Context: an optimization exercise on an open-source flow, tuned for small area and a short achievable clock period. The choices shown serve that exercise and are no tape-out recipe.
Only simulation tests tie the RTL to the original design; equivalence was not proved.
Power is estimated from default activity; no workload was simulated.

## guitar_hero
module guitar_hero(clk, rst, btnRst, sw, hsync, vsync, buzzer, r, g, b, o_segval, o_whichseg);
clock: 90.0 ns
lec_check: 0
abc_clock_period_in_ps: 50000
cap_margin: 20
core_margin: 2
core_utilization: 40
cts_buf_list: sky130_fd_sc_hd__clkbuf_16
cts_cluster_diameter: 80
cts_cluster_size: 30
slew_margin: 20
standard.sh (not shown) runs the stock make flow with config.mk's settings and CLKGATE_MAP_FILE= SYNTH_SCRIPT=/design/flow/synth_recipe.tcl, a recipe that flattens the netlist after the stock synthesis.
==> flow/flow/run.sh <==
#!/bin/bash
# Own layout flow: the standard ORFS flow, with these changes.
#  - Synthesis maps the logic with an area-oriented ABC script
#    (flow/abc_area.script) and without the full/half-adder extraction.
#    Registers are mapped before ABC runs, so they are the standard
#    synthesis's (same names, count and cells).
#  - The ports get buf_1 buffers instead of the flow's default choice.
#  - Clock tree synthesis uses no dummy loads (CTS_ARGS repeats the
#    flow's own arguments from config.mk's CTS settings otherwise).
#  - Timing repair aims at a setup slack of 60 ns: only the path from sw to
#    buzzer (input and output delays 18 ns each) is below that, so only its
#    cells are resized.
# Each tool's output goes to a log file of its own in this folder.
set -euo pipefail
HERE=$(pwd)
CTS="-sink_clustering_enable -repair_clock_nets -sink_clustering_size 30 -sink_clustering_max_diameter 80"
CTS="$CTS -buf_list sky130_fd_sc_hd__clkbuf_16 -dont_use_dummy_load"
mkdir -p scripts_shadow
for f in "$FLOW_HOME"/scripts/*; do
    ln -sf "$f" scripts_shadow/
done
rm -f scripts_shadow/abc_speed.script
cp flow/abc_area.script scripts_shadow/abc_speed.script

bash standard.sh SCRIPTS_DIR="$HERE/scripts_shadow" ADDER_MAP_FILE= SETUP_SLACK_MARGIN=60 CTS_ARGS="$CTS" \
    BUFFER_PORTS_ARGS="-buffer_cell sky130_fd_sc_hd__buf_1" synth > synth.log 2>&1
bash standard.sh SCRIPTS_DIR="$HERE/scripts_shadow" ADDER_MAP_FILE= SETUP_SLACK_MARGIN=60 CTS_ARGS="$CTS" \
    BUFFER_PORTS_ARGS="-buffer_cell sky130_fd_sc_hd__buf_1" finish > layout.log 2>&1
==> flow/flow/abc_area.script <==
strash
dch -f
amap
strash
dch -f
amap
strash
dch -f
amap
topo
The baseline completed with no timing, DRC or antenna violations.
Next try:
- CORE_UTILIZATION: 40 -> 60
- GPL_TIMING_DRIVEN: not set -> 0
Global-route usage went up by 6.8 points.
Via count came out lower slightly.
Die area shrinks by a quarter to a third.
Non-clock buffer count falls by 6.
Count of clock-buffer cells in the layout goes down by 1.
Sequential power hardly moves.
Cell count is lower by a little under a tenth.
Hold slack gains 0.0070 ns.
Sequential cell count is unchanged.
Synthesized area does not change.
Next try:
==> flow/flow/run.sh (replaced) <==
#!/bin/bash
# Own layout flow: the standard ORFS flow, with three changes.
#  - Synthesis maps the logic with an area-oriented ABC script
#    (flow/abc_area.script) and without the full/half-adder extraction.
#    Registers are mapped before ABC runs, so they are the standard
#    synthesis's (same names, count and cells).
#  - The ports get buf_1 buffers instead of the flow's default choice.
#  - Timing repair aims at a setup slack of 60 ns: only the path from sw to
#    buzzer (input and output delays 18 ns each) is below that, so only its
#    cells are resized.
# Each tool's output goes to a log file of its own in this folder.
set -euo pipefail
HERE=$(pwd)
mkdir -p scripts_shadow
for f in "$FLOW_HOME"/scripts/*; do
    ln -sf "$f" scripts_shadow/
done
rm -f scripts_shadow/abc_speed.script
cp flow/abc_area.script scripts_shadow/abc_speed.script

bash standard.sh SCRIPTS_DIR="$HERE/scripts_shadow" ADDER_MAP_FILE= SETUP_SLACK_MARGIN=60 \
    BUFFER_PORTS_ARGS="-buffer_cell sky130_fd_sc_hd__buf_1" synth > synth.log 2>&1
bash standard.sh SCRIPTS_DIR="$HERE/scripts_shadow" ADDER_MAP_FILE= SETUP_SLACK_MARGIN=60 \
    BUFFER_PORTS_ARGS="-buffer_cell sky130_fd_sc_hd__buf_1" finish > layout.log 2>&1
- CORE_UTILIZATION: 60 -> 40
- GPL_TIMING_DRIVEN: 0 -> not set
The changed run ran to the end with no violations.
Final cell count goes up by 9.4%.
Maximum frequency hardly moves.
Final area goes up by 2.7%.
Clock power goes up by 17%.
Next try:
--- a/flow/flow/run.sh
+++ b/flow/flow/run.sh
@@ -1,3 +1,3 @@
 #!/bin/bash
-# Own layout flow: the standard ORFS flow, with three changes.
+# Own layout flow: the standard ORFS flow, with these changes.
 #  - Synthesis maps the logic with an area-oriented ABC script
@@ -7,2 +7,4 @@
 #  - The ports get buf_1 buffers instead of the flow's default choice.
+#  - Clock tree synthesis uses no dummy loads (CTS_ARGS repeats the
+#    flow's own arguments from config.mk's CTS settings otherwise).
 #  - Timing repair aims at a setup slack of 60 ns: only the path from sw to
@@ -13,2 +15,4 @@
 HERE=$(pwd)
+CTS="-sink_clustering_enable -repair_clock_nets -sink_clustering_size 30 -sink_clustering_max_diameter 80"
+CTS="$CTS -buf_list sky130_fd_sc_hd__clkbuf_16 -dont_use_dummy_load"
 mkdir -p scripts_shadow
@@ -20,5 +24,5 @@
 
-bash standard.sh SCRIPTS_DIR="$HERE/scripts_shadow" ADDER_MAP_FILE= SETUP_SLACK_MARGIN=60 \
+bash standard.sh SCRIPTS_DIR="$HERE/scripts_shadow" ADDER_MAP_FILE= SETUP_SLACK_MARGIN=60 CTS_ARGS="$CTS" \
     BUFFER_PORTS_ARGS="-buffer_cell sky130_fd_sc_hd__buf_1" synth > synth.log 2>&1
-bash standard.sh SCRIPTS_DIR="$HERE/scripts_shadow" ADDER_MAP_FILE= SETUP_SLACK_MARGIN=60 \
+bash standard.sh SCRIPTS_DIR="$HERE/scripts_shadow" ADDER_MAP_FILE= SETUP_SLACK_MARGIN=60 CTS_ARGS="$CTS" \
     BUFFER_PORTS_ARGS="-buffer_cell sky130_fd_sc_hd__buf_1" finish > layout.log 2>&1
- GPL_TIMING_DRIVEN: not set -> 0
Outcome: Worst setup slack is worse by 0.073 ns; power falls by 2.2%; clock power goes down by 7.0%; area after synthesis stays the same; die area does not change; global-route usage is lower by 0.50 points.

## separate check: timing with driven ports
How much do the figures lean on ideal ports? The routed layouts below were timed once more, with nothing changed but the port constraints. Step 1: set_driving_cell puts a clkbuf_16 on clk and a buf_2 on each other input, an assumption about the parent block. Step 2 moves the port delays by t, midway between the first and last clock arrival at a register: inputs arrive t later, outputs are due t later. That takes back most of the time a late clock gives input paths. Three values: no drivers, after step 1, after step 2; two values: the first two.
| run | t (ns) | setup WS [ns] | slew at the worst register clock pin (ns) | worst data-port slew with drivers (ns) |
|---|---|---|---|---|
| the first run | 0.528 | 53.010 / 52.890 / 52.890 | 0.11 / 0.11 | 0.13 |
| the second run | 0.518 | 52.981 / 52.919 / 52.919 | 0.11 / 0.11 | 0.06 |
| the third run | 0.549 | 53.013 / 52.892 / 52.892 | 0.12 / 0.12 | 0.13 |
| the fourth run | 0.536 | 52.939 / 52.891 / 52.891 | 0.11 / 0.11 | 0.06 |
After both steps every run listed still meets setup and hold. For the third run, which loses most, drivers alone change the setup slack by -0.121 ns; drivers and shift together by -0.121 ns.
